This is an optimization exercise on Yosys and OpenROAD, whose aim is small area, a short achievable clock period and few clock cycles, not a production implementation. In this exercise RTL edits were held to simulation tests only and were not proved equivalent to the original. Power figures rest on the tool's default switching activity, not on a simulated workload.

File: flow/standard.sh
#!/bin/bash
# synth_recipe.tcl (not shown) runs the flow's synth.tcl, then flattens the netlist and writes it again
# the make line also repeats each setting of config.mk as NAME=value (left out here)
make -C /OpenROAD-flow-scripts/flow DESIGN_CONFIG=/design/flow/config.mk WORK_HOME=/design/flow/orfs CLKGATE_MAP_FILE= SYNTH_SCRIPT=/design/flow/synth_recipe.tcl "${@:-finish}"
File: flow/constraint.sdc
create_clock -name core_clock -period 10.0 [get_ports {clk_i}]
set_input_delay 2.0000 -clock core_clock [delete_from_list [all_inputs] [get_ports {clk_i}]]
set_output_delay 2.0000 -clock core_clock [all_outputs]
set_load 0.01 [all_outputs]
File: flow/flow/run.sh
#!/bin/bash
set -euo pipefail
bash standard.sh SETUP_SLACK_MARGIN=6 finish > standard_flow.log 2>&1
File: flow/design.v
module lm32_cpu (
    clk_i,
    rst_i,
    interrupt_n,
    I_DAT_I,
    I_ACK_I,
    I_ERR_I,
    I_RTY_I,
    D_DAT_I,
    D_ACK_I,
    D_ERR_I,
    D_RTY_I,
    I_DAT_O,
    I_ADR_O,
    I_CYC_O,
    I_SEL_O,
    I_STB_O,
    I_WE_O,
    I_CTI_O,
    I_LOCK_O,
    I_BTE_O,
    D_DAT_O,
    D_ADR_O,
    D_CYC_O,
    D_SEL_O,
    D_STB_O,
    D_WE_O,
    D_CTI_O,
    D_LOCK_O,
    D_BTE_O
    );
input clk_i;
input rst_i;
input [31:0] interrupt_n;
input [31:0] I_DAT_I;
input I_ACK_I;
input I_ERR_I;
input I_RTY_I;
input [31:0] D_DAT_I;
input D_ACK_I;
input D_ERR_I;
input D_RTY_I;
output [31:0] I_DAT_O;
output [31:0] I_ADR_O;
output I_CYC_O;
output [3:0] I_SEL_O;
output I_STB_O;
output I_WE_O;
output [2:0] I_CTI_O;
output I_LOCK_O;
output [1:0] I_BTE_O;
output [31:0] D_DAT_O;
output [31:0] D_ADR_O;
output D_CYC_O;
output [3:0] D_SEL_O;
output D_STB_O;
output D_WE_O;
output [2:0] D_CTI_O;
output D_LOCK_O;
output [1:0] D_BTE_O;
reg  [29:0] ifa;             
reg         ireq;            
reg         rpend;           
reg  [31:0] ir;
reg         d_valid;
reg  [29:0] pc_d;
reg         x_valid;
reg  [31:0] opr_a;           
reg  [31:0] opr_b;           
reg  [31:0] sdat;            
reg  [29:0] x_tgt;           
reg         x_sub;
reg  [3:0]  x_lop;
reg  [2:0]  x_cond;
reg         x_br;
reg         x_ld;
reg         x_st;
reg  [1:0]  x_size;
reg         x_sign;
reg         x_we;
reg  [4:0]  x_wb;
reg  [2:0]  x_csr;
reg         x_wcsr;
reg         x_eret;
reg         x_scall;
reg         x_irq;
reg         x_div;
reg         x_mod;
reg         x_mul;
reg         x_s_csr, x_s_shift, x_s_sext, x_s_logic, x_s_cmp;
reg         x_r_mul, x_r_div, x_r_cmp, x_r_csr, x_r_shift, x_r_sext, x_r_logic, x_r_sum;
reg         m_valid;
reg  [31:0] m_adr;
reg  [31:0] m_dat;
reg  [3:0]  m_sel;
reg         m_we;
reg         m_ld;
reg  [4:0]  m_wb;
reg  [1:0]  m_size;
reg         m_sign;
reg         w_valid;
reg  [31:0] w_res;
reg  [4:0]  w_wb;
reg  [2:0]  mcnt;
reg  [31:0] ms, mc;          
reg         mbp;             
reg  [2:0]  mnc;             
reg  [31:0] dp;              
reg  [4:0]  dcnt;
reg         d_run;           
reg         dz, dsm;         
reg         x_last;          
reg         ie, eie;
reg  [31:0] im, ip;
reg  [23:0] eba;
reg  [31:0] rf [0:31];
assign I_DAT_O  = 32'd0;
assign I_SEL_O  = 4'hf;
assign I_WE_O   = 1'b0;
assign I_CTI_O  = 3'd0;
assign I_LOCK_O = 1'b0;
assign I_BTE_O  = 2'd0;
assign D_CTI_O  = 3'd0;
assign D_LOCK_O = 1'b0;
assign D_BTE_O  = 2'd0;
assign I_ADR_O = {ifa, 2'b00};
assign I_CYC_O = ireq;
assign I_STB_O = ireq;
assign D_ADR_O = m_adr;
assign D_DAT_O = m_dat;
assign D_SEL_O = m_sel;
assign D_WE_O  = m_we;
assign D_CYC_O = m_valid;
assign D_STB_O = m_valid;
wire [5:0] opc = ir[31:26];
wire [4:0] op5 = ir[30:26];
wire op_add    = op5 == 5'b01101;
wire op_and    = op5 == 5'b01000;
wire op_andhi  = opc == 6'b011000;
wire op_b      = opc == 6'b110000;
wire op_bi     = opc == 6'b111000;
wire op_be     = opc == 6'b010001;
wire op_bg     = opc == 6'b010010;
wire op_bge    = opc == 6'b010011;
wire op_bgeu   = opc == 6'b010100;
wire op_bgu    = opc == 6'b010101;
wire op_bne    = opc == 6'b010111;
wire op_call   = opc == 6'b110110;
wire op_calli  = opc == 6'b111110;
wire op_cmpe   = op5 == 5'b11001;
wire op_cmpg   = op5 == 5'b11010;
wire op_cmpge  = op5 == 5'b11011;
wire op_cmpgeu = op5 == 5'b11100;
wire op_cmpgu  = op5 == 5'b11101;
wire op_cmpne  = op5 == 5'b11111;
wire op_divu   = opc == 6'b100011;
wire op_lb     = opc == 6'b000100;
wire op_lbu    = opc == 6'b010000;
wire op_lh     = opc == 6'b000111;
wire op_lhu    = opc == 6'b001011;
wire op_lw     = opc == 6'b001010;
wire op_modu   = opc == 6'b110001;
wire op_mul    = op5 == 5'b00010;
wire op_nor    = op5 == 5'b00001;
wire op_or     = op5 == 5'b01110;
wire op_orhi   = opc == 6'b011110;
wire op_raise  = opc == 6'b101011;
wire op_rcsr   = opc == 6'b100100;
wire op_sb     = opc == 6'b001100;
wire op_sextb  = opc == 6'b101100;
wire op_sexth  = opc == 6'b110111;
wire op_sh     = opc == 6'b000011;
wire op_sr     = op5 == 5'b00101;
wire op_sru    = op5 == 5'b00000;
wire op_sub    = opc == 6'b110010;
wire op_sw     = opc == 6'b010110;
wire op_wcsr   = opc == 6'b110100;
wire op_xnor   = op5 == 5'b01001;
wire op_xor    = op5 == 5'b00110;
wire d_logic = op_and | op_andhi | op_nor | op_or | op_orhi | op_xor | op_xnor;
wire d_cmp   = op_cmpe | op_cmpg | op_cmpge | op_cmpgeu | op_cmpgu | op_cmpne;
wire d_bra   = op_b | op_bi | op_be | op_bg | op_bge | op_bgeu | op_bgu | op_bne;
wire d_call  = op_call | op_calli;
wire d_shift = op_sr | op_sru;
wire d_sext  = op_sextb | op_sexth;
wire d_load  = op_lb | op_lbu | op_lh | op_lhu | op_lw;
wire d_store = op_sb | op_sh | op_sw;
wire d_divm  = op_divu | op_modu;
wire d_s_csr   = op_rcsr;
wire d_s_mc    = !op_rcsr & d_divm;
wire d_s_shift = !op_rcsr & !d_divm & d_shift;
wire d_s_sext  = !op_rcsr & !d_divm & !d_shift & d_sext;
wire d_s_logic = !op_rcsr & !d_divm & !d_shift & !d_sext & d_logic;
wire       d_we  = ~(d_bra | op_raise | d_store | op_wcsr);
wire [4:0] d_wb  = d_call ? 5'd29 : (ir[31] == 1'b0 ? ir[20:16] : ir[15:11]);
wire       d_sub = op_sub | d_cmp | d_bra | d_divm;
wire       d_sei = ~(op_and | op_cmpgeu | op_cmpgu | op_nor | op_or | op_xnor | op_xor);
wire       d_hi  = op_andhi | op_orhi;
wire [31:0] d_imm = d_hi ? {ir[15:0], 16'h0000} : {{16{d_sei & ir[15]}}, ir[15:0]};
wire [29:0] d_boff = ir[31] ? {{4{ir[25]}}, ir[25:0]} : {{14{ir[15]}}, ir[15:0]};
wire       d_breg = op_call | op_b;
wire       d_eret = op_b & (ir[25:21] == 5'd30);
wire       d_scall = op_raise & ir[2];
wire [29:0] d_btgt = pc_d + d_boff;
wire        fwd0 = w_valid & (w_wb == ir[25:21]);
wire        fwd1 = w_valid & (w_wb == ir[20:16]);
wire [31:0] oh0 = 32'd1 << ir[25:21];
wire [31:0] oh1 = 32'd1 << ir[20:16];
reg  [31:0] rf0, rf1;
integer ri;
always @*
begin
    rf0 = 32'd0;
    rf1 = 32'd0;
    for (ri = 0; ri < 32; ri = ri + 1)
    begin
        rf0 = rf0 | ({32{oh0[ri]}} & rf[ri]);
        rf1 = rf1 | ({32{oh1[ri]}} & rf[ri]);
    end
end
wire [31:0] rd0 = fwd0 ? w_res : rf0;
wire [31:0] rd1 = fwd1 ? w_res : rf1;
wire [32:0] add_r = {1'b0, opr_a} + {1'b0, opr_b} + {32'd0, x_sub};
wire [31:0] sum   = add_r[31:0];
wire        c_zero = opr_a == ~opr_b;
wire        c_neg  = sum[31];
wire        c_ovf  = (!opr_a[31] & !opr_b[31] & sum[31]) | (opr_a[31] & opr_b[31] & !sum[31]);
wire        c_cn   = add_r[32];    
reg         cond_met;
always @*
begin
    case (x_cond)
    3'b000:  cond_met = 1'b1;
    3'b110:  cond_met = 1'b1;
    3'b001:  cond_met = c_zero;
    3'b111:  cond_met = !c_zero;
    3'b010:  cond_met = !c_zero && (c_neg == c_ovf);
    3'b101:  cond_met = c_cn && !c_zero;
    3'b011:  cond_met = c_neg == c_ovf;
    default: cond_met = c_cn;
    endcase
end
reg [31:0] logic_r;
integer li;
always @*
begin
    for (li = 0; li < 32; li = li + 1)
        logic_r[li] = x_lop[{opr_b[li], opr_a[li]}];
end
wire [31:0] shift_r = {opr_a[31] & x_sign, opr_a[31:1]};
wire [31:0] sext_r  = x_size == 2'b00 ? {{24{opr_a[7]}}, opr_a[7:0]} : {{16{opr_a[15]}}, opr_a[15:0]};
wire [31:0] cfg = {6'h11, 4'h0, 4'h0, 6'd32, 8'h00, 4'b1011};
reg  [31:0] csr_r;
always @*
begin
    case (x_csr)
    3'h0:    csr_r = {30'd0, eie, ie};
    3'h1:    csr_r = im;
    3'h2:    csr_r = ip;
    3'h6:    csr_r = cfg;
    3'h7:    csr_r = {eba, 8'h00};
    default: csr_r = 32'd0;
    endcase
end
reg [3:0] x_bsel;
always @*
begin
    casez ({x_size, sum[1:0]})
    4'b00_11: x_bsel = 4'b0001;
    4'b00_10: x_bsel = 4'b0010;
    4'b00_01: x_bsel = 4'b0100;
    4'b00_00: x_bsel = 4'b1000;
    4'b11_1?: x_bsel = 4'b0011;
    4'b11_0?: x_bsel = 4'b1100;
    default:  x_bsel = 4'b1111;
    endcase
end
reg [31:0] ld_r;
always @*
begin
    casez ({m_size, m_adr[1:0]})
    4'b00_11: ld_r = {{24{m_sign & D_DAT_I[7]}},  D_DAT_I[7:0]};
    4'b00_10: ld_r = {{24{m_sign & D_DAT_I[15]}}, D_DAT_I[15:8]};
    4'b00_01: ld_r = {{24{m_sign & D_DAT_I[23]}}, D_DAT_I[23:16]};
    4'b00_00: ld_r = {{24{m_sign & D_DAT_I[31]}}, D_DAT_I[31:24]};
    4'b11_1?: ld_r = {{16{m_sign & D_DAT_I[15]}}, D_DAT_I[15:0]};
    4'b11_0?: ld_r = {{16{m_sign & D_DAT_I[31]}}, D_DAT_I[31:16]};
    default:  ld_r = D_DAT_I;
    endcase
end
wire [31:0] ma2 = {opr_a[30:0], 1'b0};
wire [8:0]  mbb = {opr_b[7:0], mcnt != 3'd0 & mbp};
wire [31:0] mrow0, mrow1, mrow2, mrow3;
wire [3:0]  mneg;
genvar gk;
generate
    for (gk = 0; gk < 4; gk = gk + 1)
    begin : booth
        wire bh = mbb[2*gk+2];
        wire bm = mbb[2*gk+1];
        wire bl = mbb[2*gk];
        wire one = bm ^ bl;
        wire two = (bh & !bm & !bl) | (!bh & bm & bl);
        wire [31:0] mag = (one ? opr_a : 32'd0) | (two ? ma2 : 32'd0);
        wire [31:0] r   = mag << (2*gk);
        wire [31:0] msk = 32'hffffffff << (2*gk);
        wire [31:0] row = bh ? (~r & msk) : r;
        assign mneg[gk] = bh;
        if (gk == 0) assign mrow0 = row;
        if (gk == 1) assign mrow1 = row | {31'd0, mneg[0]};
        if (gk == 2) assign mrow2 = row | {29'd0, mneg[1], 2'd0};
        if (gk == 3) assign mrow3 = row | {27'd0, mneg[2], 4'd0};
    end
endgenerate
wire [31:0] ms0 = mcnt == 3'd0 ? 32'd0 : ms;
wire [31:0] mc0 = mcnt == 3'd0 ? 32'd0 : mc;
wire [31:0] s1 = mrow0 ^ mrow1 ^ mrow2, c1 = ((mrow0 & mrow1) | (mrow0 & mrow2) | (mrow1 & mrow2)) << 1;
wire [31:0] s2 = mrow3 ^ ms0 ^ mc0,    c2 = ((mrow3 & ms0) | (mrow3 & mc0) | (ms0 & mc0)) << 1;
wire [31:0] s3 = s1 ^ c1 ^ s2,         c3 = ((s1 & c1) | (s1 & s2) | (c1 & s2)) << 1;
wire [31:0] s4 = s3 ^ c3 ^ c2,         c4 = ((s3 & c3) | (s3 & c2) | (c3 & c2)) << 1;
wire [31:0] mnv = {23'd0, mnc, 6'd0};
wire [31:0] mf_s = ms ^ mc ^ mnv,      mf_c = ((ms & mc) | (ms & mnv) | (mc & mnv)) << 1;
wire [31:0] mul_r = mf_s + mf_c;
wire        b_zero = opr_b == 32'hffffffff;
wire [32:0] dt     = {1'b0, dp[30:0], opr_a[31]} + {1'b1, opr_b} + 33'd1;
wire        dt_ok  = !dt[32];
wire [31:0] dq_n   = {opr_a[30:0], dt_ok};
wire [31:0] dp_n   = dt_ok ? dt[31:0] : {dp[30:0], opr_a[31]};
wire        x_divm = x_div | x_mod;
wire        d_step = x_valid & x_divm & d_run & !dz & !dsm;
wire [31:0] div_r  = dsm ? (x_div ? 32'd0 : opr_a) : (x_div ? dq_n : dp_n);
wire        x_w;
wire        w_free;
wire        x_div0  = x_divm & d_run & dz;
wire        x_exc   = x_irq | x_scall | x_div0;
wire [2:0]  x_eid   = x_irq ? 3'd6 : x_div0 ? 3'd5 : 3'd7;
wire        redirect = x_valid & (x_exc | (x_br & cond_met)) & (!x_w | w_free);
assign      x_w = (x_we & !x_ld) | x_exc;    
wire [29:0] x_target = x_exc ? {eba, x_eid, 3'b000} : x_tgt;
wire [31:0] x_res = x_exc ? {x_tgt, 2'b00}
                  : ({32{x_r_mul}} & mul_r)
                  | ({32{x_r_div}} & div_r)
                  | {31'd0, x_r_cmp & cond_met}
                  | ({32{x_r_csr}} & csr_r)
                  | ({32{x_r_shift}} & shift_r)
                  | ({32{x_r_sext}} & sext_r)
                  | ({32{x_r_logic}} & logic_r)
                  | ({32{x_r_sum}} & sum);
wire m_ack   = m_valid & D_ACK_I;
wire ld_wr   = m_ack & m_ld;
wire w_wr    = w_valid & !ld_wr;
assign w_free = !w_valid | !ld_wr;
wire m_free  = !m_valid | D_ACK_I;
always @(posedge clk_i)
begin
    if (ld_wr)
        rf[m_wb] <= ld_r;
    else if (w_valid)
        rf[w_wb] <= w_res;
end
wire x_ls    = x_ld | x_st;
wire x_done_c = x_valid
              & (x_ls   ? m_free
               : (x_mul | x_divm) ? x_last
               : 1'b1)
              & (!x_w | w_free);
wire ack    = ireq & I_ACK_I;
wire [4:0] d_wb_any = d_wb;
wire hazard = (x_valid & x_we & ((x_wb == ir[25:21]) | (x_wb == ir[20:16])))
            | (m_valid & m_ld & ((m_wb == ir[25:21]) | (m_wb == ir[20:16]) | (m_wb == d_wb_any)));
wire irq_ok = ie & |(ip & im) & !(x_valid & (x_wcsr | x_eret | x_exc));
wire d_go   = d_valid & !hazard & (!x_valid | x_done_c);
wire d_move = d_go & !redirect;
wire ir_ld  = ack & (!d_valid | d_go);
wire i_acc  = ir_ld & !redirect & !rpend;
wire d_ls   = d_load | d_store;
always @(posedge clk_i or posedge rst_i)
begin
    if (rst_i)
    begin
        ireq <= 1'b0;
        rpend <= 1'b0;
        ifa <= 30'd0;
        d_valid <= 1'b0;
        x_valid <= 1'b0;
        m_valid <= 1'b0;
        w_valid <= 1'b0;
    end
    else
    begin
        ireq <= 1'b1;
        if (redirect & ack)
            ifa <= x_target;
        else if (rpend & ack)
            ifa <= pc_d;
        else if (i_acc)
            ifa <= ifa + 30'd1;
        if (ack)
            rpend <= 1'b0;
        else if (redirect)
            rpend <= 1'b1;
        if (redirect)
            d_valid <= 1'b0;
        else if (i_acc)
            d_valid <= 1'b1;
        else if (d_go)
            d_valid <= 1'b0;
        if (d_move)
            x_valid <= 1'b1;
        else if (x_done_c)
            x_valid <= 1'b0;
        if (x_done_c & x_ls)
            m_valid <= 1'b1;
        else if (D_ACK_I)
            m_valid <= 1'b0;
        if (x_done_c & x_w)
            w_valid <= 1'b1;
        else if (w_wr)
            w_valid <= 1'b0;
    end
end
always @(posedge clk_i)
begin
    if (ir_ld)
        ir <= I_DAT_I;
    if (redirect & !ack)
        pc_d <= x_target;
    else if (ir_ld & !rpend)
        pc_d <= ifa;
end
always @(posedge clk_i)
begin
    if (x_done_c & x_ls)
    begin
        m_adr <= sum;
        m_dat <= sdat;
        m_sel <= x_bsel;
        m_we <= x_st;
        m_ld <= x_ld;
        m_wb <= x_wb;
        m_size <= x_size;
        m_sign <= x_sign;
    end
    if (x_done_c & x_w)
    begin
        w_res <= x_res;
        w_wb <= x_exc ? 5'd30 : x_wb;
    end
end
always @(posedge clk_i)
begin
    if (d_go)
    begin
        opr_a <= d_call ? {ifa, 2'b00} : rd0;
        opr_b <= (d_call ? 32'd0 : ((ir[31] == 1'b0 && !d_bra) ? d_imm : rd1)) ^ {32{d_sub}};
        sdat <= ir[27:26] == 2'b00 ? {4{rd1[7:0]}} : ir[27:26] == 2'b11 ? {2{rd1[15:0]}} : rd1;
        x_tgt <= (irq_ok | !(d_bra | d_call)) ? pc_d : d_breg ? rd0[31:2] : d_btgt;
        x_sub <= d_sub;
        x_lop <= ir[29:26];
        x_cond <= ir[28:26];
        x_br <= !irq_ok & (d_bra | d_call);
        x_ld <= !irq_ok & d_load;
        x_st <= !irq_ok & d_store;
        x_size <= ir[27:26];
        x_sign <= ir[28];
        x_we <= !irq_ok & d_we;
        x_wb <= d_wb;
        x_csr <= ir[23:21];
        x_wcsr <= !irq_ok & op_wcsr;
        x_eret <= !irq_ok & d_eret;
        x_scall <= !irq_ok & d_scall;
        x_irq <= irq_ok;
        x_div <= !irq_ok & d_s_mc & op_divu;
        x_mod <= !irq_ok & d_s_mc & op_modu;
        x_mul <= !irq_ok & op_mul;
        x_s_csr <= d_s_csr;
        x_s_shift <= d_s_shift;
        x_s_sext <= d_s_sext;
        x_s_logic <= d_s_logic;
        x_s_cmp <= d_cmp;
        x_r_mul <= op_mul;
        x_r_div <= !op_mul & d_s_mc;
        x_r_cmp <= !op_mul & !d_s_mc & d_cmp;
        x_r_csr <= !op_mul & !d_s_mc & !d_cmp & d_s_csr;
        x_r_shift <= !op_mul & !d_s_mc & !d_cmp & d_s_shift;
        x_r_sext <= !op_mul & !d_s_mc & !d_cmp & d_s_sext;
        x_r_logic <= !op_mul & !d_s_mc & !d_cmp & d_s_logic;
        x_r_sum <= !op_mul & !d_s_mc & !d_cmp & !d_s_csr & !d_s_shift & !d_s_sext & !d_s_logic;
    end
    else
    begin
        if (d_step)
            opr_a <= dq_n;
        else if (x_valid & x_mul)
        begin
            opr_a <= {opr_a[23:0], 8'd0};
            opr_b <= {8'd0, opr_b[31:8]};
        end
    end
end
always @(posedge clk_i or posedge rst_i)
begin
    if (rst_i)
    begin
        mcnt <= 3'd0;
        d_run <= 1'b0;
        dcnt <= 5'd0;
    end
    else
    begin
        if (d_go)
        begin
            mcnt <= 3'd0;
            d_run <= 1'b0;
            dcnt <= 5'd0;
        end
        else
        begin
            if (x_valid & x_mul)
                mcnt <= mcnt + 3'd1;
            if (x_valid & x_divm)
                d_run <= 1'b1;
            if (d_step)
                dcnt <= dcnt + 5'd1;
        end
    end
end
always @(posedge clk_i or posedge rst_i)
begin
    if (rst_i)
        x_last <= 1'b0;
    else if (d_go)
        x_last <= 1'b0;
    else
        x_last <= x_valid & ((x_mul & (mcnt == 3'd3))
                           | (x_divm & !d_run & (b_zero | !c_cn))
                           | (d_step & (dcnt == 5'd30)));
end
always @(posedge clk_i)
begin
    ms <= s4;
    mc <= c4;
    mbp <= opr_b[7];
    if (d_go)
        mnc <= 3'd0;
    else if (x_valid & x_mul & (mcnt != 3'd4))
        mnc <= (mcnt == 3'd0 ? 3'd0 : mnc) + {2'd0, mneg[3]};
    if (!d_run)
    begin
        dz <= b_zero;
        dsm <= !c_cn;
        dp <= 32'd0;
    end
    else if (d_step)
        dp <= dp_n;
end
always @(posedge clk_i or posedge rst_i)
begin
    if (rst_i)
    begin
        ie <= 1'b0;
        eie <= 1'b0;
        im <= 32'd0;
        ip <= 32'd0;
        eba <= 24'd0;
    end
    else
    begin
        ip <= ip | ~interrupt_n;
        if (x_done_c & x_exc)
        begin
            eie <= ie;
            ie <= 1'b0;
        end
        else if (x_done_c & x_eret)
            ie <= eie;
        else if (x_done_c & x_wcsr)
        begin
            if (x_csr == 3'h0)
            begin
                ie <= opr_b[0];
                eie <= opr_b[1];
            end
            if (x_csr == 3'h1)
                im <= opr_b;
            if (x_csr == 3'h2)
                ip <= (ip | ~interrupt_n) & ~opr_b;
            if (x_csr == 3'h7)
                eba <= opr_b[31:8];
        end
    end
end
endmodule
File: flow/config.mk
export PLATFORM = sky130hd
export DESIGN_NAME = lm32_cpu
export DESIGN_NICKNAME = lm32_cpu
export VERILOG_FILES = /design/flow/design.v
export SDC_FILE = /design/flow/constraint.sdc
export NUM_CORES = 4
export LEC_CHECK = 0
export CAP_MARGIN = 20
export CORE_MARGIN = 2
export CORE_UTILIZATION = 40
export PLACE_DENSITY = 0.6
export SLEW_MARGIN = 20
==> impl_metrics.json, run 1 <==
{
  "outcome": "timing/DRC/antenna clean",
  "antenna_found_initial": 25,
  "synth_xor_area_share_pct": 2.24,
  "top_register": "rf",
  "synth-simple-area-share_pct": 14.6,
  "grt_pass1_wl_mm": 590,
  "ant_nets": 0,
  "portBuffers": 202,
  "synth-edff-count": 1361,
  "rr_startpoint": "ir[23]",
  "slew_viol_final": 0,
  "cts_buffers": 177,
  "drive_gt1_share_pct": 15.1,
  "yosysTopAreaCell": "edfxtp_1",
  "busiest_layer": "met2",
  "path_cells": "buf_12, or3_1, nor2_4, buf_4, buf_4, a22o_1, a221oi_1, nand4_1, nor3_4, a21oi_1, o21ai_0, a31oi_1",
  "drc_errors": 0,
  "min-delay-path-class": "flop to flop",
  "cts_root_buf": "clkbuf_16",
  "crit_start": "ir[23]",
  "cp_common_cell": "buf_4",
  "placementRows": 173,
  "period_minus_slack_ps": 4190,
  "grt_setup_unrepaired": "yes",
  "viasPerCell": 6.99,
  "worstPathMaxFanout": 17,
  "final.setup_skew_ps": 58.8,
  "crit_path_end_kind": "flop",
  "drt_wl_total_mm": 436,
  "cts_tree": "yes",
  "crit_cells": 12,
  "syn-mean-instance-area_um2": 10.5,
  "synth_top_area_share_pct": 45.9,
  "ys_types": 96,
  "synthTopCellsByArea": "edfxtp_1 (46%), a22oi_1 (6.5%), dfrtp_1 (3.8%)",
  "synth_top_family_by_area": "compound AO/OA/AOI/OAI gates",
  "nNetsFinal": 9029,
  "tns_ps": 0,
  "cap_violations": 0,
  "grt-ovfl-total": 0,
  "crit_end": "x_tgt[28]",
  "max_stage_delay_ps": 590,
  "die_h_um": 476,
  "crit_family": "compound AO/OA/AOI/OAI gates",
  "dpl_cell_area_um2": 95300,
  "cts.path.max_buffers": 3,
  "core-area_um2": 222000,
  "fill_cells": 20100,
  "finalSetupViolCount": 0,
  "hold_viol_final": 0,
  "reg2reg_depth": 12,
  "die_w_um": 476,
  "crit_slowest_cell": "buf_4",
  "drtPass1Iterations": 13,
  "mostFrequentLayoutCell": "edfxtp_1",
  "worst_setup_path_start_kind": "flop",
  "path_class": "flop to flop",
  "largest_reg_flops": 1024,
  "synth_warnings": 1,
  "netlist_area_um2": 89100,
  "grt_max_degree": 137,
  "place_hpwl_mm": 267,
  "grt_use_met3_pct": 15.4,
  "ys_async_sr_fraction_pct": 8.53,
  "ys.flop_type": "edfxtp_1",
  "crit_buf_inv": 3,
  "drt_iter0_drc": 16200,
  "cts_sinks": 1594,
  "synth_compound_area_share_pct": 17.7,
  "routabilityCongestion": 1.01,
  "rrSetupSlack_ps": 5810,
  "initial_core_util_pct": 40.2,
  "die-area_um2": 227000,
  "synthMuxAreaShare_pct": 3.11,
  "num_vias": 82500,
  "regArea_um2": 46200,
  "tightest_slew_ps": 1310,
  "seq_area_frac_synth_pct": 51.9,
  "power_density_nw_per_um2": 336,
  "post-route-period-util_pct": 41.9,
  "ios": 258,
  "maxSlewHeadroom_pct": 12.5,
  "htreeDepth": 4,
  "area_delta_synth_final_pct": 18.7,
  "grt.met1_usage_pct": 43.7,
  "timing.rr.end": "x_tgt[28]",
  "peakVddDrop_uv": 187,
  "layout_common_cells": "edfxtp_1 (1361), nand2_1 (847), a22oi_1 (774), nand3_1 (632), nor2_1 (403)",
  "ys_ff_latch": 1594,
  "cp.arrival_ps": 4830,
  "worstSkewPairLatency_ps": 890,
  "yosys.area_share.adder_pct": 5.87,
  "critPathRequiredTime_ps": 10650,
  "gr-usage-met2_pct": 53.4,
  "multi_input_area_um2": 42100,
  "leakagePower_uw": 0.0373,
  "fmax_ghz": 0.239,
  "final_area_um2": 106000,
  "clk_pin_slew_ps": 70,
  "grt_usage_pct": 37.0,
  "grt_pass1_vias": 76100,
  "avgRoutedWirePerCell_um": 37.0,
  "netlist_instances": 8469
}
==> cells in the mapped netlist, drive strengths merged, types with 69 or more instances <==
master     n
edfxtp  1361
o211ai    69
o21ai    374
a31oi    127
nand4    271
nor3     108
clkbuf   612
xnor2    147
dfrtp    136
ha       170
dfxtp     97
buf      160
inv      226
a21oi    401
a21o      74
a22oi    775
fa       118
nand2    853
nand3    638
nor4      69
and2      84
xor2      81
nor2     457
maj3      74
mux2     138
==> worst min path at each step <==
stage / startpoint / to / slack [ps] / cells after the start
2_1_floorplan: sdat[0] / m_dat[0] / 400 / 0
3_3_place_gp: sdat[2] / m_dat[2] / 410 / 0
3_5_place_dp: sdat[0] / m_dat[0] / 400 / 0
4_1_cts: sdat[4] / m_dat[4] / 410 / 0
5_1_grt: sdat[4] / m_dat[4] / 420 / 0
6_report: sdat[4] / m_dat[4] / 420 / 0
==> metrics by stage <==
| stage | util, % | hold slack [ps] | setup slack, ps | power, µW | cells |
|---|---|---|---|---|---|
| finish | 47.7 | 416 | 5810 | 35500 | 11800 |
| global route | 47.6 | 416 | 5840 | 37200 | 11800 |
| detailed placement | 42.9 | 405 | 3010 | 26600 | 11200 |
| global placement | 42.9 | 410 | 3070 | 26300 | 11200 |
| floorplan | - | 400 | 5180 | 20400 | 8519 |
| CTS | 46.9 | 412 | 5990 | 34300 | 11700 |
==> worst register-to-register path, cell delays in order, from the launching register on <==
cell and delay (ps):
edfxtp_1 410, buf_12 180, or3_1 550, nor2_4 120, buf_4 470, buf_4 610, a22o_1 260, a221oi_1 50
nand4_1 230, nor3_4 110, a21oi_1 470, o21ai_0 170, a31oi_1 330
==> final cells by class <==
cell class | instances | area share (%)
timing repair buffer | 683 | 6.41
tap | 2975 | 3.52
antenna | 28 | 0.0663
clock buffer | 232 | 4.53
sequential | 1594 | 43.7
multi-input combinational | 5952 | 39.8
timing repair inverter | 1 | 0.00710
inverter | 228 | 0.847
clock inverter | 97 | 1.08
==> layer usage <==
layer	part of all wire [%]	wire length [µm]
met4	9.9	43200
met5	0.10	446
met1	33	145000
met3	16	67700
met2	41	180000
==> logic make-up after synthesis <==
logic type	after synthesis
other	2
flip-flops	1594
XOR/XNOR	228
AND/OR/NAND/NOR	2741
multiplexers	220
AO/OA/AOI/OAI	2322
adder cells (fa/ha/maj)	362
buffers and inverters	1000
==> repair_timing <==
action,in CTS,in global routing
endpoints found under the setup margin,2670,1130
pin swaps,65,42
buffers inserted,116,67
endpoints found under the hold margin,0,0
cloned,32,13
gates resized for setup,301,178
hold buffers,0,0
==> power by group <==
group	switching (µW)	total, µW	internal [µW]
registers	994	10400	9380
logic	11900	18400	6490
clock network	2930	6810	3880
Testbench counts, summed over its fixed seeds: cycles 82,676.
==> run 2, diff against run 1 <==
--- a/flow/design.v
+++ b/flow/design.v
@@ -65,4 +65,7 @@
 reg         d_valid;
 reg  [29:0] pc_d;
+reg         d_pred;          
+reg         p_sei, p_hi, p_imm, p_sub, p_call;    
+reg  [29:0] rtgt;            
 reg         x_valid;
 reg  [31:0] opr_a;           
@@ -74,4 +77,5 @@
 reg  [2:0]  x_cond;
 reg         x_br;
+reg         x_pred;
 reg         x_ld;
 reg         x_st;
@@ -107,5 +111,5 @@
 reg  [2:0]  mnc;             
 reg  [31:0] dp;              
-reg  [4:0]  dcnt;
+reg  [5:0]  drem;            
 reg         d_run;           
 reg         dz, dsm;         
@@ -197,10 +201,34 @@
 wire       d_sei = ~(op_and | op_cmpgeu | op_cmpgu | op_nor | op_or | op_xnor | op_xor);
 wire       d_hi  = op_andhi | op_orhi;
-wire [31:0] d_imm = d_hi ? {ir[15:0], 16'h0000} : {{16{d_sei & ir[15]}}, ir[15:0]};
+wire [31:0] d_imm = p_hi ? {ir[15:0], 16'h0000} : {{16{p_sei & ir[15]}}, ir[15:0]};
 wire [29:0] d_boff = ir[31] ? {{4{ir[25]}}, ir[25:0]} : {{14{ir[15]}}, ir[15:0]};
 wire       d_breg = op_call | op_b;
 wire       d_eret = op_b & (ir[25:21] == 5'd30);
 wire       d_scall = op_raise & ir[2];
-wire [29:0] d_btgt = pc_d + d_boff;
+wire [29:0] d_alt = pc_d + (d_pred ? 30'd1 : d_boff);
+wire [5:0]  f_op   = I_DAT_I[31:26];
+wire        f_cbr  = (f_op == 6'b010001) | (f_op == 6'b010010) | (f_op == 6'b010011)
+                   | (f_op == 6'b010100) | (f_op == 6'b010101) | (f_op == 6'b010111);
+wire        f_unc  = (f_op == 6'b111000) | (f_op == 6'b111110);
+wire        f_s26  = (I_DAT_I[25:5] == 21'd0) | (I_DAT_I[25:5] == 21'h1fffff);
+wire        f_pred = (f_unc & f_s26) | (f_cbr & (I_DAT_I[15:5] == 11'h7ff));
+wire        f_neg  = I_DAT_I[31] ? I_DAT_I[25] : I_DAT_I[15];
+wire [6:0]  f_lo   = {1'b0, ifa[5:0]} + {1'b0, I_DAT_I[5:0]};
+wire [23:0] f_hinc = ifa[29:6] + 24'd1;
+wire [23:0] f_hdec = ifa[29:6] - 24'd1;
+wire [23:0] f_hup  = f_neg ? (f_lo[6] ? ifa[29:6] : f_hdec) : (f_lo[6] ? f_hinc : ifa[29:6]);
+wire [29:0] f_tgt  = {f_hup, f_lo[5:0]};
+wire [29:0] f_inc  = ifa + 30'd1;
+wire [4:0]  f_op5  = I_DAT_I[30:26];
+wire        f_bra  = (f_op == 6'b110000) | (f_op == 6'b111000) | f_cbr;
+wire        f_cmp  = (f_op5 == 5'b11001) | (f_op5 == 5'b11010) | (f_op5 == 5'b11011)
+                   | (f_op5 == 5'b11100) | (f_op5 == 5'b11101) | (f_op5 == 5'b11111);
+wire        f_sei  = ~((f_op5 == 5'b01000) | (f_op5 == 5'b11100) | (f_op5 == 5'b11101) | (f_op5 == 5'b00001)
+                     | (f_op5 == 5'b01110) | (f_op5 == 5'b01001) | (f_op5 == 5'b00110));
+wire        f_hi   = (f_op == 6'b011000) | (f_op == 6'b011110);
+wire        f_call = (f_op == 6'b110110) | (f_op == 6'b111110);
+wire        f_sub  = (f_op == 6'b110010) | f_cmp | f_bra | (f_op == 6'b100011) | (f_op == 6'b110001);
+wire        f_imm  = !I_DAT_I[31] & !f_bra;
+wire [29:0] f_next = ({30{f_pred}} & f_tgt) | ({30{!f_pred}} & f_inc);
 wire        fwd0 = w_valid & (w_wb == ir[25:21]);
 wire        fwd1 = w_valid & (w_wb == ir[20:16]);
@@ -224,7 +252,6 @@
 wire [31:0] sum   = add_r[31:0];
 wire        c_zero = opr_a == ~opr_b;
-wire        c_neg  = sum[31];
-wire        c_ovf  = (!opr_a[31] & !opr_b[31] & sum[31]) | (opr_a[31] & opr_b[31] & !sum[31]);
 wire        c_cn   = add_r[32];    
+wire        c_ges  = (opr_a[31] ^ !opr_b[31]) ? !opr_a[31] : c_cn;
 reg         cond_met;
 always @*
@@ -235,7 +262,7 @@
     3'b001:  cond_met = c_zero;
     3'b111:  cond_met = !c_zero;
-    3'b010:  cond_met = !c_zero && (c_neg == c_ovf);
+    3'b010:  cond_met = !c_zero && c_ges;
     3'b101:  cond_met = c_cn && !c_zero;
-    3'b011:  cond_met = c_neg == c_ovf;
+    3'b011:  cond_met = c_ges;
     default: cond_met = c_cn;
     endcase
@@ -328,5 +355,7 @@
 wire [31:0] dp_n   = dt_ok ? dt[31:0] : {dp[30:0], opr_a[31]};
 wire        x_divm = x_div | x_mod;
-wire        d_step = x_valid & x_divm & d_run & !dz & !dsm;
+wire        d_step = x_valid & x_divm & d_run & !dz & !dsm & !x_last;
+wire [32:0] d8     = {1'b0, dp[23:0], opr_a[31:24]} + {1'b0, opr_b} + 33'd1;
+wire        d_skip = d_step & (drem >= 6'd9) & (dp[31:24] == 8'd0) & !d8[32];
 wire [31:0] div_r  = dsm ? (x_div ? 32'd0 : opr_a) : (x_div ? dq_n : dp_n);
 wire        x_w;
@@ -335,5 +364,5 @@
 wire        x_exc   = x_irq | x_scall | x_div0;
 wire [2:0]  x_eid   = x_irq ? 3'd6 : x_div0 ? 3'd5 : 3'd7;
-wire        redirect = x_valid & (x_exc | (x_br & cond_met)) & (!x_w | w_free);
+wire        redirect = x_valid & (x_exc | (x_br & (cond_met ^ x_pred))) & (!x_w | w_free);
 assign      x_w = (x_we & !x_ld) | x_exc;    
 wire [29:0] x_target = x_exc ? {eba, x_eid, 3'b000} : x_tgt;
@@ -367,5 +396,5 @@
 wire ack    = ireq & I_ACK_I;
 wire [4:0] d_wb_any = d_wb;
-wire hazard = (x_valid & x_we & ((x_wb == ir[25:21]) | (x_wb == ir[20:16])))
+wire hazard = (x_valid & x_we & ((x_wb == ir[25:21]) | (x_wb == ir[20:16]) | (x_ld & (x_wb == d_wb_any))))
             | (m_valid & m_ld & ((m_wb == ir[25:21]) | (m_wb == ir[20:16]) | (m_wb == d_wb_any)));
 wire irq_ok = ie & |(ip & im) & !(x_valid & (x_wcsr | x_eret | x_exc));
@@ -393,7 +422,7 @@
             ifa <= x_target;
         else if (rpend & ack)
-            ifa <= pc_d;
+            ifa <= rtgt;
         else if (i_acc)
-            ifa <= ifa + 30'd1;
+            ifa <= f_next;
         if (ack)
             rpend <= 1'b0;
@@ -423,9 +452,17 @@
 begin
     if (ir_ld)
+    begin
         ir <= I_DAT_I;
-    if (redirect & !ack)
-        pc_d <= x_target;
-    else if (ir_ld & !rpend)
+        d_pred <= f_pred;
+        p_sei <= f_sei;
+        p_hi <= f_hi;
+        p_imm <= f_imm;
+        p_sub <= f_sub;
+        p_call <= f_call;
+    end
+    if (ir_ld & !rpend)
         pc_d <= ifa;
+    if (!rpend)
+        rtgt <= x_target;
 end
 always @(posedge clk_i)
@@ -452,12 +489,13 @@
     if (d_go)
     begin
-        opr_a <= d_call ? {ifa, 2'b00} : rd0;
-        opr_b <= (d_call ? 32'd0 : ((ir[31] == 1'b0 && !d_bra) ? d_imm : rd1)) ^ {32{d_sub}};
+        opr_a <= (op_call | (op_calli & !d_pred)) ? {ifa, 2'b00} : op_calli ? {d_alt, 2'b00} : rd0;
+        opr_b <= (p_call ? 32'd0 : (p_imm ? d_imm : rd1)) ^ {32{p_sub}};
         sdat <= ir[27:26] == 2'b00 ? {4{rd1[7:0]}} : ir[27:26] == 2'b11 ? {2{rd1[15:0]}} : rd1;
-        x_tgt <= (irq_ok | !(d_bra | d_call)) ? pc_d : d_breg ? rd0[31:2] : d_btgt;
+        x_tgt <= (irq_ok | !(d_bra | d_call)) ? pc_d : d_breg ? rd0[31:2] : d_alt;
         x_sub <= d_sub;
         x_lop <= ir[29:26];
         x_cond <= ir[28:26];
         x_br <= !irq_ok & (d_bra | d_call);
+        x_pred <= d_pred;
         x_ld <= !irq_ok & d_load;
         x_st <= !irq_ok & d_store;
@@ -491,5 +529,5 @@
     begin
         if (d_step)
-            opr_a <= dq_n;
+            opr_a <= d_skip ? {opr_a[23:0], 8'd0} : dq_n;
         else if (x_valid & x_mul)
         begin
@@ -505,5 +543,5 @@
         mcnt <= 3'd0;
         d_run <= 1'b0;
-        dcnt <= 5'd0;
+        drem <= 6'd32;
     end
     else
@@ -513,14 +551,14 @@
             mcnt <= 3'd0;
             d_run <= 1'b0;
-            dcnt <= 5'd0;
+            drem <= 6'd32;
         end
         else
         begin
             if (x_valid & x_mul)
-                mcnt <= mcnt + 3'd1;
+                mcnt <= mcnt + {2'd0, !x_last};
             if (x_valid & x_divm)
                 d_run <= 1'b1;
             if (d_step)
-                dcnt <= dcnt + 5'd1;
+                drem <= drem - (d_skip ? 6'd8 : 6'd1);
         end
     end
@@ -533,7 +571,7 @@
         x_last <= 1'b0;
     else
-        x_last <= x_valid & ((x_mul & (mcnt == 3'd3))
+        x_last <= (x_last & !x_done_c) | x_valid & ((x_mul & (mcnt == 3'd3))
                            | (x_divm & !d_run & (b_zero | !c_cn))
-                           | (d_step & (dcnt == 5'd30)));
+                           | (d_step & (drem == (d_skip ? 6'd9 : 6'd2))));
 end
 always @(posedge clk_i)
@@ -544,5 +582,5 @@
     if (d_go)
         mnc <= 3'd0;
-    else if (x_valid & x_mul & (mcnt != 3'd4))
+    else if (x_valid & x_mul & !x_last)
         mnc <= (mcnt == 3'd0 ? 3'd0 : mnc) + {2'd0, mneg[3]};
     if (!d_run)
@@ -553,5 +591,5 @@
     end
     else if (d_step)
-        dp <= dp_n;
+        dp <= d_skip ? {dp[23:0], opr_a[31:24]} : dp_n;
 end
 always @(posedge clk_i or posedge rst_i)
==> run 2 against run 1 <==
Against the previous run: synthesized cell count up 1.8%; sequential share of layout area decreased by 0.48 points; first-iteration DRC count is 6.6% higher; final cell count increased by 2.2%; non-clock buffer count increased by 63; register-to-register slack worse by 60 ps; synthesized area increased by 3.1%; count of clock-buffer cells in the layout shrank 27; critical path type unchanged; largest cell class unchanged.
==> impl_metrics.json, run 2 <==
{
  "yosysMostFrequentCell": "edfxtp_1",
  "avgRoutedWirePerCell_um": 38.6,
  "routabilityCongestion": 1.03,
  "p_clk_share_pct": 18.2,
  "worstSkewPairLatency_ps": 910,
  "crit_path_end_kind": "flop",
  "peakVddDrop_uv": 238,
  "tns_ps": 0,
  "portBuffers": 202,
  "reg2reg_depth": 16,
  "core-area_um2": 228000,
  "grt_use_met3_pct": 17.0,
  "htreeDepth": 4,
  "synthTopCellsByArea": "edfxtp_1 (46%), a22oi_1 (8.1%), dfrtp_1 (3.7%)",
  "power_density_nw_per_um2": 350,
  "die_w_um": 483,
  "num_vias": 86100,
  "p_sw_share_pct": 45.4,
  "syn-mean-instance-area_um2": 10.7,
  "outcome": "timing/DRC/antenna clean",
  "ys_types": 101,
  "drive_gt1_share_pct": 16.6,
  "finalSetupViolCount": 0,
  "grt_pass1_vias": 77800,
  "grt_pass1_wl_mm": 623,
  "min-delay-path-class": "flop to flop",
  "ant_nets": 0,
  "drtPass1Iterations": 14,
  "grt_max_degree": 97,
  "synth_top_area_share_pct": 45.7,
  "fmax_ghz": 0.236,
  "comb_power_share_pct": 53.3,
  "final.setup_skew_ps": 112,
  "ys_async_sr_fraction_pct": 8.39,
  "switchingPower_uw": 17400,
  "dp_cells": 11400,
  "holdBufCountCts": 0,
  "synth_common_cells": "edfxtp_1 (1398), a22oi_1 (996), nand2_1 (895)",
  "drt_iter0_drc": 17200,
  "maxSlewHeadroom_pct": 21.0,
  "worst_setup_path_start_kind": "flop",
  "die_h_um": 483,
  "nNetsFinal": 9304,
  "seq_power_share_pct": 28.6,
  "period_minus_slack_ps": 4240,
  "cts.path.max_buffers": 3,
  "area_delta_synth_final_pct": 19.4,
  "netlist_instances": 8624,
  "min_path_cells": 0,
  "cts_tree": "yes",
  "antenna_found_initial": 36,
  "cts_buffers": 175,
  "post-route-period-util_pct": 42.4,
  "dpl_cell_area_um2": 98100,
  "grt_setup_unrepaired": "yes",
  "placementRows": 175,
  "p_int_uw": 21000,
  "tightest_slew_ps": 1170,
  "path_class": "flop to flop",
  "clk_pin_slew_ps": 60,
  "synth-edff-count": 1398,
  "gr-usage-met2_pct": 51.6,
  "grt.met1_usage_pct": 46.4,
  "synth_warnings": 1,
  "place_hpwl_mm": 278,
  "final_area_um2": 110000,
  "grt-ovfl-total": 0,
  "ios": 258,
  "seq_area_frac_synth_pct": 51.6,
  "slew_viol_final": 0,
  "cap_violations": 0,
  "busiest_layer": "met2",
  "yosysTopAreaCell": "edfxtp_1",
  "mostFrequentLayoutCell": "edfxtp_1",
  "instances_no_fill": 12100,
  "ys_ff_latch": 1633,
  "die-area_um2": 233000,
  "largest_reg_flops": 1024,
  "initial_core_util_pct": 40.3,
  "grt_usage_pct": 37.8,
  "top_register": "rf",
  "cts_root_buf": "clkbuf_16",
  "cp.arrival_ps": 4760,
  "drc_errors": 0,
  "drt_wl_total_mm": 465,
  "leakagePower_uw": 0.0388,
  "layout_common_cells": "edfxtp_1 (1398), a22oi_1 (990), nand2_1 (885), nor2_1 (484), a21oi_1 (447)",
  "netlist_area_um2": 91800,
  "critPathRequiredTime_ps": 10520,
  "hold_viol_final": 0,
  "ys.flop_type": "edfxtp_1",
  "worstPathMaxFanout": 5,
  "viasPerCell": 7.15,
  "cts_sinks": 1633
}
## run 2: cells by family after synthesis
logic type | after synthesis | synth area share [%]
DFF | 1633 | 51.6
and+or+nand+nor | 2347 | 11.9
buffers and inverters | 982 | 4.33
adders and majority gates | 401 | 6.23
AOI/OAI and AO/OA | 2782 | 20.5
xor gates and xnor gates | 247 | 2.36
muxes | 230 | 3.11
other | 2 | 0.00818
## run 2: worst paths after layout
| path | startpoint | endpoint | slack, ps |
|---|---|---|---|
| setup / recovery | opr_a[31] | w_res[28] | 5760 |
| hold / removal | sdat[20] | m_dat[20] | 420 |
| setup reg to reg | opr_a[31] | w_res[28] | 5760 |
| hold reg to reg | sdat[20] | m_dat[20] | 420 |
| max in group asynchronous | rst_i | ip[3] | 6780 |
| min in group asynchronous | rst_i | asynchronous set/reset pin | 1690 |
## run 2: metal layers
metal | routed length (µm) | vias up
li1 | - | 33400
met1 | 156000 | 41500
met2 | 181000 | 8687
met3 | 80100 | 2495
met4 | 47200 | 31
met5 | 793 | -
## run 2: cell type report
class,count,area (µm²)
timing repair buffer,746,7400
antenna,24,60.1
tap,3009,3760
inverter,240,930
multi-input combinational,6076,44000
clock buffer,205,4560
timing repair inverter,1,5.00
sequential,1633,47400
fill,20300,118000
clock inverter,121,1520
## run 2: repair_timing
action,CTS,global route
setup endpoints to repair,2764,964
gates cloned,17,20
gates resized for setup,398,262
pin swaps,74,80
endpoints found under the hold margin,0,0
setup buffers,147,78
## run 2: critical path: stages (launching register included)
cell and delay (ps):
edfxtp_1 390, buf_12 160, clkinvlp_4 170, ha_4 220, fa_2 350, nor2b_2 150, o31a_1 200, o311a_4 210
o2111ai_4 170, buf_6 170, a211oi_4 330, o211ai_4 160, buf_12 180, o2bb2ai_4 140, mux2_4 280, o211ai_1 390
a21oi_2 190
## run 2: through the flow
stage / total power [µW] / setup slack (ps) / util [%] / hold WS, ps
2_1_floorplan: 22100 / 5180 / - / 400
4_1_cts: 36900 / 5760 / 47.1 / 417
3_5_place_dp: 28900 / 3290 / 43.0 / 405
5_1_grt: 40200 / 5730 / 48.1 / 426
6_report: 38400 / 5760 / 48.1 / 419
3_3_place_gp: 28500 / 3280 / 43.0 / 407
## run 2: power by group through the flow
| stage | Sequential, µW | Combinational, µW | Clock [µW] |
|---|---|---|---|
| global route | 11000 | 22100 | 7210 |
| global placement | 11300 | 17200 | 0 |
| detailed placement | 11300 | 17600 | 0 |
| floorplan | 10700 | 11400 | 0 |
| finish | 11000 | 20400 | 6970 |
| CTS | 10900 | 19000 | 6950 |
Testbench counts of run 2, summed over its fixed seeds: cycles 77,094.
==> run 3, diff against run 2 <==
--- a/flow/config.mk
+++ b/flow/config.mk
@@ -9,4 +9,6 @@
 export CORE_MARGIN = 2
 export CORE_UTILIZATION = 40
+export CTS_CLUSTER_DIAMETER = 100
+export CTS_CLUSTER_SIZE = 20
 export PLACE_DENSITY = 0.6
 export SLEW_MARGIN = 20
==> run 3 against run 2 <==
Against the previous run: synthesized area is the same; highest routed layer unchanged; sequential power is essentially flat; global-route usage decreased by 0.25 points; cell area is 3.3% lower; utilization shrank 1.6 points; clock skew is 31 ps lower; total power decreased by 7.7%; critical endpoint is now opr_b[23]; still clean on timing, DRC and antenna; sequential cell count unchanged; die area did not move; worst setup slack gained 35 ps; wire length decreased by 0.86%; register-to-register slack better by 40 ps.
==> impl_metrics.json, run 3 <==
{
  "maxSlewHeadroom_pct": 17.3,
  "tns_ps": 0,
  "multi_input_area_um2": 43900,
  "avgRoutedWirePerCell_um": 39.0,
  "cap_violations": 0,
  "grt_pass1_wl_mm": 618,
  "leakagePower_uw": 0.0370,
  "p_sw_share_pct": 47.2,
  "worst_setup_path_start_kind": "flop",
  "grt_max_degree": 97,
  "fill_cells": 20600,
  "viasPerCell": 7.19,
  "min-delay-path-class": "flop to flop",
  "drtPass1Iterations": 13,
  "switchingPower_uw": 16700,
  "netlist_instances": 8624,
  "ys_types": 101,
  "holdBufCountCts": 0,
  "hold_viol_final": 0,
  "ant_nets": 0,
  "finalWorstSetupSlack_ps": 5790,
  "crit_path_end_kind": "flop",
  "fmax_ghz": 0.238,
  "yosysMostFrequentCell": "edfxtp_1",
  "synth_top_family_by_area": "compound AO/OA/AOI/OAI gates",
  "num_vias": 85100,
  "seq_power_share_pct": 30.9,
  "tightest_slew_ps": 1230,
  "die-area_um2": 233000,
  "core-area_um2": 228000,
  "cts_buffers": 96,
  "synth_xor_area_share_pct": 2.36,
  "regArea_um2": 47400,
  "routabilityCongestion": 1.03,
  "post-route-period-util_pct": 42.1,
  "yosys.area_share.adder_pct": 6.23,
  "p_int_uw": 18700,
  "grt-ovfl-total": 0,
  "seq_area_frac_synth_pct": 51.6,
  "synth_common_cells": "edfxtp_1 (1398), a22oi_1 (996), nand2_1 (895)",
  "cts_root_buf": "clkbuf_16",
  "synth-simple-area-share_pct": 11.9,
  "clk_pin_slew_ps": 100,
  "cts_sinks": 1633,
  "place_hpwl_mm": 278,
  "place_ws_ps": 3290,
  "antenna_found_initial": 33,
  "htreeDepth": 3,
  "die_h_um": 483,
  "grt_usage_pct": 37.6,
  "grt_pass1_vias": 76600,
  "synth_compound_area_share_pct": 20.5,
  "cp.arrival_ps": 4780,
  "nNetsFinal": 9191,
  "layout_common_cells": "edfxtp_1 (1398), a22oi_1 (994), nand2_1 (885), nor2_1 (484), a21oi_1 (447)",
  "worstSkewPairLatency_ps": 840,
  "largest_reg_flops": 1024,
  "ys_ff_latch": 1633,
  "mostFrequentLayoutCell": "edfxtp_1",
  "ios": 258,
  "placementRows": 175,
  "ys_async_sr_fraction_pct": 8.39,
  "critPathRequiredTime_ps": 10570,
  "power_density_nw_per_um2": 334,
  "initial_core_util_pct": 40.3,
  "yosysTopAreaCell": "edfxtp_1",
  "die_w_um": 483,
  "top_register": "rf",
  "period_minus_slack_ps": 4210,
  "synthMuxAreaShare_pct": 3.11,
  "cts_tree": "yes",
  "synth_warnings": 1,
  "area_delta_synth_final_pct": 15.5,
  "syn-mean-instance-area_um2": 10.7,
  "drc_errors": 0,
  "path_class": "flop to flop",
  "grt_setup_unrepaired": "yes",
  "portBuffers": 202,
  "synth_top_area_share_pct": 45.7,
  "slew_viol_final": 0,
  "drt_wl_total_mm": 461,
  "peakVddDrop_uv": 241,
  "cts.path.max_buffers": 3,
  "final.setup_skew_ps": 81.0,
  "synthTopCellsByArea": "edfxtp_1 (46%), a22oi_1 (8.1%), dfrtp_1 (3.7%)",
  "outcome": "timing/DRC/antenna clean",
  "finalSetupViolCount": 0,
  "drive_gt1_share_pct": 14.8,
  "worstPathMaxFanout": 20,
  "synth-edff-count": 1398,
  "p_clk_share_pct": 12.1,
  "ys.flop_type": "edfxtp_1",
  "comb_power_share_pct": 57.0,
  "netlist_area_um2": 91800,
  "total_power_uw": 35400,
  "drt_iter0_drc": 17500
}
==> run 3: metal layers <==
metal  part of all wire, %  routed length, µm  track usage (%)  vias to the layer above
li1                      -                  -                -                    33100
met1                    34             156000             46.4                    41100
met2                    39             181000             51.8                     8564
met3                    17              78700             16.5                     2384
met4                   9.7              44800             27.0                       38
met5                  0.12                559             1.10                        -
==> run 3: stage by stage <==
step	cell area, µm²	std cells	hold slack [ps]	util, %
final	106000	11800	422	46.5
after global routing	106000	11800	431	46.5
after CTS	104000	11700	424	45.6
after detailed placement	98100	11400	405	43.0
after global placement	98000	11400	407	43.0
after floorplan	92500	8674	400	-
==> run 3: worst paths after layout <==
kind                               start                    endpoint  slack, ps  cells past startpoint
worst max-delay path              ir[16]                   opr_b[23]       5790                     12
worst min-delay path            sdat[20]                   m_dat[20]        420                      0
worst max register to register    ir[16]                   opr_b[23]       5790                     12
worst min register to register  sdat[20]                   m_dat[20]        420                      0
max in group asynchronous          rst_i                       ip[3]       6700                      3
min in group asynchronous          rst_i  asynchronous set/reset pin       1730                      2
==> run 3: repair_timing <==
item / in CTS / in global routing
endpoints found under the setup margin: 2766 / 1711
resized for setup: 385 / 287
gates cloned: 17 / 12
hold endpoints to repair: 0 / 0
pin swaps: 65 / 85
buffers inserted: 143 / 56
==> run 3: cells by family after synthesis <==
logic type	count (synthesis)
XOR/XNOR	247
multiplexers	230
AO/OA/AOI/OAI	2782
buffers and inverters	982
other	2
AND/OR/NAND/NOR	2347
adder cells (fa/ha/maj)	401
flip-flops	1633
==> run 3: worst max-delay path, stage by stage (launching register included) <==
cell      delay (ps)
edfxtp_1         340
buf_4            320
nor2b_1          500
and2_4           480
buf_4            580
a22o_1           250
a221oi_1          50
nand3_1          160
nor4_2            80
a21oi_2          630
o21ai_0          210
xor2_1           210
o21ai_0          100
==> run 3: power by group through the flow <==
stage | registers, µW | logic, µW | clock network [µW]
after floorplan | 10700 | 11400 | 0
after global placement | 11300 | 17200 | 0
after detailed placement | 11300 | 17600 | 0
after CTS | 10900 | 19000 | 4280
after global routing | 11000 | 21800 | 4500
final | 11000 | 20200 | 4290
==> run 3: area by class of cell <==
| class | instances | area share (%) |
|---|---|---|
| diodes | 30 | 0.0708 |
| clock inverters | 21 | 0.238 |
| repair buffers | 716 | 6.78 |
| inverters | 240 | 0.880 |
| well taps | 3009 | 3.55 |
| flip-flops and latches | 1633 | 44.7 |
| repair inverters | 1 | 0.00472 |
| multi-input cells | 6072 | 41.4 |
| clock buffers | 115 | 2.37 |
==> run 4, diff against run 3 <==
--- a/flow/design.v
+++ b/flow/design.v
@@ -367,13 +367,14 @@
 assign      x_w = (x_we & !x_ld) | x_exc;    
 wire [29:0] x_target = x_exc ? {eba, x_eid, 3'b000} : x_tgt;
-wire [31:0] x_res = x_exc ? {x_tgt, 2'b00}
-                  : ({32{x_r_mul}} & mul_r)
-                  | ({32{x_r_div}} & div_r)
-                  | {31'd0, x_r_cmp & cond_met}
-                  | ({32{x_r_csr}} & csr_r)
-                  | ({32{x_r_shift}} & shift_r)
-                  | ({32{x_r_sext}} & sext_r)
-                  | ({32{x_r_logic}} & logic_r)
-                  | ({32{x_r_sum}} & sum);
+wire        x_nexc = !x_exc;
+wire [31:0] x_res = ({32{x_exc}} & {x_tgt, 2'b00})
+                  | ({32{x_r_mul & x_nexc}} & mul_r)
+                  | ({32{x_r_div & x_nexc}} & div_r)
+                  | {31'd0, x_r_cmp & x_nexc & cond_met}
+                  | ({32{x_r_csr & x_nexc}} & csr_r)
+                  | ({32{x_r_shift & x_nexc}} & shift_r)
+                  | ({32{x_r_sext & x_nexc}} & sext_r)
+                  | ({32{x_r_logic & x_nexc}} & logic_r)
+                  | ({32{x_r_sum & x_nexc}} & sum);
 wire m_ack   = m_valid & D_ACK_I;
 wire ld_wr   = m_ack & m_ld;
==> run 4 against run 3 <==
Against the previous run: utilization rose by 0.071 points; count of clock-buffer cells in the layout is 5 higher; worst setup slack got worse by 39 ps; critical path type unchanged; synthesized cell count shrank 0.57%; global-route usage grew 0.68 points; total power shrank 12%; maximum frequency down 0.91%; sequential power decreased by 6%; cell area barely moved; non-clock buffer count rose by 11; first-iteration DRC count is 6.0% lower.
==> impl_metrics.json, run 4 <==
{
  "crit_slowest_cell": "a31oi_1",
  "tightest_slew_ps": 1330,
  "yosysMostFrequentCell": "edfxtp_1",
  "cts.path.max_buffers": 3,
  "holdWs_ps": 409,
  "ys.flop_type": "edfxtp_1",
  "worstSkewPairLatency_ps": 870,
  "cts_sinks": 1633,
  "area_delta_synth_final_pct": 15.8,
  "finalSetupViolCount": 0,
  "syn-mean-instance-area_um2": 10.7,
  "htreeDepth": 3,
  "clk_pin_slew_ps": 90,
  "fmax_ghz": 0.235,
  "drc_errors": 0,
  "leakagePower_uw": 0.0371,
  "ys_types": 104,
  "grt_setup_unrepaired": "yes",
  "max_stage_delay_ps": 800,
  "slew_viol_final": 0,
  "tns_ps": 0,
  "min-delay-path-class": "flop to flop",
  "nNetsFinal": 9146,
  "netlist_instances": 8575,
  "crit_family": "simple AND/OR/NAND/NOR gates",
  "final.setup_skew_ps": 98.9,
  "cp.arrival_ps": 4950,
  "cp_common_cell": "buf_4",
  "worst_setup_path_start_kind": "flop",
  "drtPass1Iterations": 12,
  "drive_gt1_share_pct": 15.1,
  "path_cells": "buf_4, nor3b_1, and3_2, buf_4, a22oi_1, nand4_1, nor3_1, a31oi_1, nand2_1, o211ai_1, o311a_1",
  "viasPerCell": 7.12,
  "cap_violations": 0,
  "synth-edff-count": 1398,
  "outcome": "timing/DRC/antenna clean",
  "mostFrequentLayoutCell": "edfxtp_1",
  "peakVddDrop_uv": 205,
  "netlist_area_um2": 91600,
  "synthTopCellsByArea": "edfxtp_1 (46%), a22oi_1 (8.5%), dfrtp_1 (3.7%)",
  "placementRows": 175,
  "antenna_found_initial": 35,
  "die_h_um": 482,
  "synth_common_cells": "edfxtp_1 (1398), a22oi_1 (1042), nand2_1 (903)",
  "yosysTopAreaCell": "edfxtp_1",
  "path_class": "flop to flop",
  "drt_wl_total_mm": 467,
  "cts_tree": "yes",
  "cts_buffers": 99,
  "fill_cells": 20700,
  "critPathRequiredTime_ps": 10710,
  "routabilityCongestion": 1.02,
  "grt_max_degree": 138,
  "crit_path_end_kind": "flop",
  "grt-ovfl-total": 0,
  "cts_root_buf": "clkbuf_16",
  "drt_iter0_drc": 16400,
  "post-route-period-util_pct": 42.5,
  "synth_top_area_share_pct": 45.9,
  "dp_cells": 11300,
  "worstPathMaxFanout": 16,
  "ant_nets": 0,
  "instances_no_fill": 11800,
  "total_power_uw": 31100,
  "grt_pass1_wl_mm": 620,
  "initial_core_util_pct": 40.2,
  "ios": 258,
  "avgRoutedWirePerCell_um": 39.6,
  "grt_usage_pct": 38.2,
  "grt_pass1_vias": 75700,
  "crit_buf_inv": 2,
  "holdBufCountCts": 0,
  "portBuffers": 202,
  "power_density_nw_per_um2": 294,
  "place_hpwl_mm": 285,
  "hold_viol_final": 0,
  "synth_warnings": 1,
  "seq_area_frac_synth_pct": 51.7,
  "period_minus_slack_ps": 4250,
  "ys_ff_latch": 1633,
  "die-area_um2": 233000,
  "core-area_um2": 227000,
  "top_register": "rf",
  "layout_common_cells": "edfxtp_1 (1398), a22oi_1 (1041), nand2_1 (895), nor2_1 (501), a21oi_1 (404)",
  "num_vias": 84000,
  "maxSlewHeadroom_pct": 11.4,
  "die_w_um": 482,
  "largest_reg_flops": 1024,
  "ys_async_sr_fraction_pct": 8.39
}
## run 4: cell types whose count changed in the layout (fill, tap and decap cells not counted), moves of 21 or more
cell      change
a22oi_1      +47
a21oi_1      -43
a221oi_1     -35
nand4_1      +29
nand2b_1     -26
o21ai_0      -22
buf_4        +21
o211ai_1     -21
## run 4: metrics by stage
step | worst slack (ps) | utilization (%) | area (µm²)
2_1_floorplan | 5200 | - | 92200
6_report | 5750 | 46.6 | 106000
5_1_grt | 5760 | 46.6 | 106000
4_1_cts | 5850 | 45.7 | 104000
3_3_place_gp | 2880 | 42.8 | 97400
3_5_place_dp | 2860 | 42.8 | 97400
## run 4: cell families (layout without fill, tap and decap cells)
group | Yosys count | in the layout | share of synthesized area (%)
and+or+nand+nor | 2353 | 2359 | 11.8
AOI/OAI and AO/OA | 2710 | 2721 | 20.2
adders and majority gates | 401 | 401 | 6.25
xor gates and xnor gates | 263 | 263 | 2.52
muxes | 231 | 231 | 3.12
DFF | 1633 | 1633 | 51.7
other | 2 | 81 | 0.00820
buffers and inverters | 982 | 1099 | 4.37
## run 4: area by class of cell
cell class	count	area (µm²)	area share [%]
antenna	29	72.6	0.0685
clock buffer	120	2560	2.41
clock inverter	25	387	0.365
inverter	224	881	0.831
multi-input combinational	6027	43800	41.3
sequential	1633	47400	44.8
tap	3009	3760	3.55
timing repair buffer	727	7060	6.66
timing repair inverter	3	21.3	0.0201
## run 4: path summary, 6_finish.rpt
kind	from	end	slack (ps)	cells past startpoint
hold / removal	sdat[29]	m_dat[29]	410	0
setup reg to reg	ir[23]	opr_a[23]	5750	11
min in group asynchronous	rst_i	ip[29]	1740	3
setup / recovery	ir[23]	opr_a[23]	5750	11
max in group asynchronous	rst_i	m_valid	7450	3
hold reg to reg	sdat[29]	m_dat[29]	410	0
## run 4: worst reg2reg max path: cells and delay by family (launching register included)
kind            cells  cell delay [ps]
buf+inv             2              920
simple gates        5             1520
flops               1              320
compound gates      4             1360
## run 4: where the power goes
group	switching [µW]	total, µW	internal, µW	leakage (µW)
Sequential	864	10300	9430	0.0152
Clock	2520	4410	1890	0.00142
Combinational	10700	16400	5720	0.0205
Total	14100	31100	17000	0.0371
## run 4: timing repair
action | in CTS | in global routing
pin swaps | 92 | 87
resized for setup | 443 | 222
hold endpoints to repair | 0 | 0
buffers inserted | 164 | 83
cloned | 11 | 19
setup endpoints to repair | 2690 | 706
## run 4: metal layers
metal | vias to the layer above | track usage (%) | part of all wire (%)
met5 | - | 0.286 | 0.13
met4 | 36 | 30.7 | 11
met3 | 2551 | 16.0 | 15
met2 | 7965 | 55.0 | 41
met1 | 40600 | 44.6 | 33
li1 | 32900 | - | -
Testbench counts of run 4, summed over its fixed seeds: cycles 77,094.

-- what the ideal ports hide --
The flow's constraints put no driver on any port. The routed layouts listed below were extracted and timed again, unchanged, in two steps. Step 1 (the two cells are an assumption about what drives the block):
set clk [get_ports {clk_i}]
set_driving_cell -lib_cell sky130_fd_sc_hd__clkbuf_16 $clk
set_driving_cell -lib_cell sky130_fd_sc_hd__buf_2 [delete_from_list [all_inputs] $clk]
Step 2, shift: input delay + t, output delay - t, t = (earliest + latest rising clock arrival at the registers) / 2. This alone moves slack from input paths to output paths. Three values: ideal ports, drivers, drivers and shift; two values: the first two.
| run | t (ns) | setup WS [ns] | hold WS [ns] |
|---|---|---|---|
| run 1 | 0.957 | 5.815 / 5.815 / 5.055 | 0.416 / 0.416 / 0.416 |
| run 2 | 0.954 | 5.756 / 5.756 / 4.911 | 0.419 / 0.419 / 0.419 |
| run 3 | 0.898 | 5.792 / 5.792 / 4.941 | 0.422 / 0.422 / 0.422 |
| run 4 | 0.923 | 5.753 / 5.753 / 5.081 | 0.409 / 0.409 / 0.409 |
After both steps setup and hold are still met in every run listed. For run 3, which loses most, drivers alone change the setup slack by 0.000 ns; drivers and shift together by -0.851 ns.
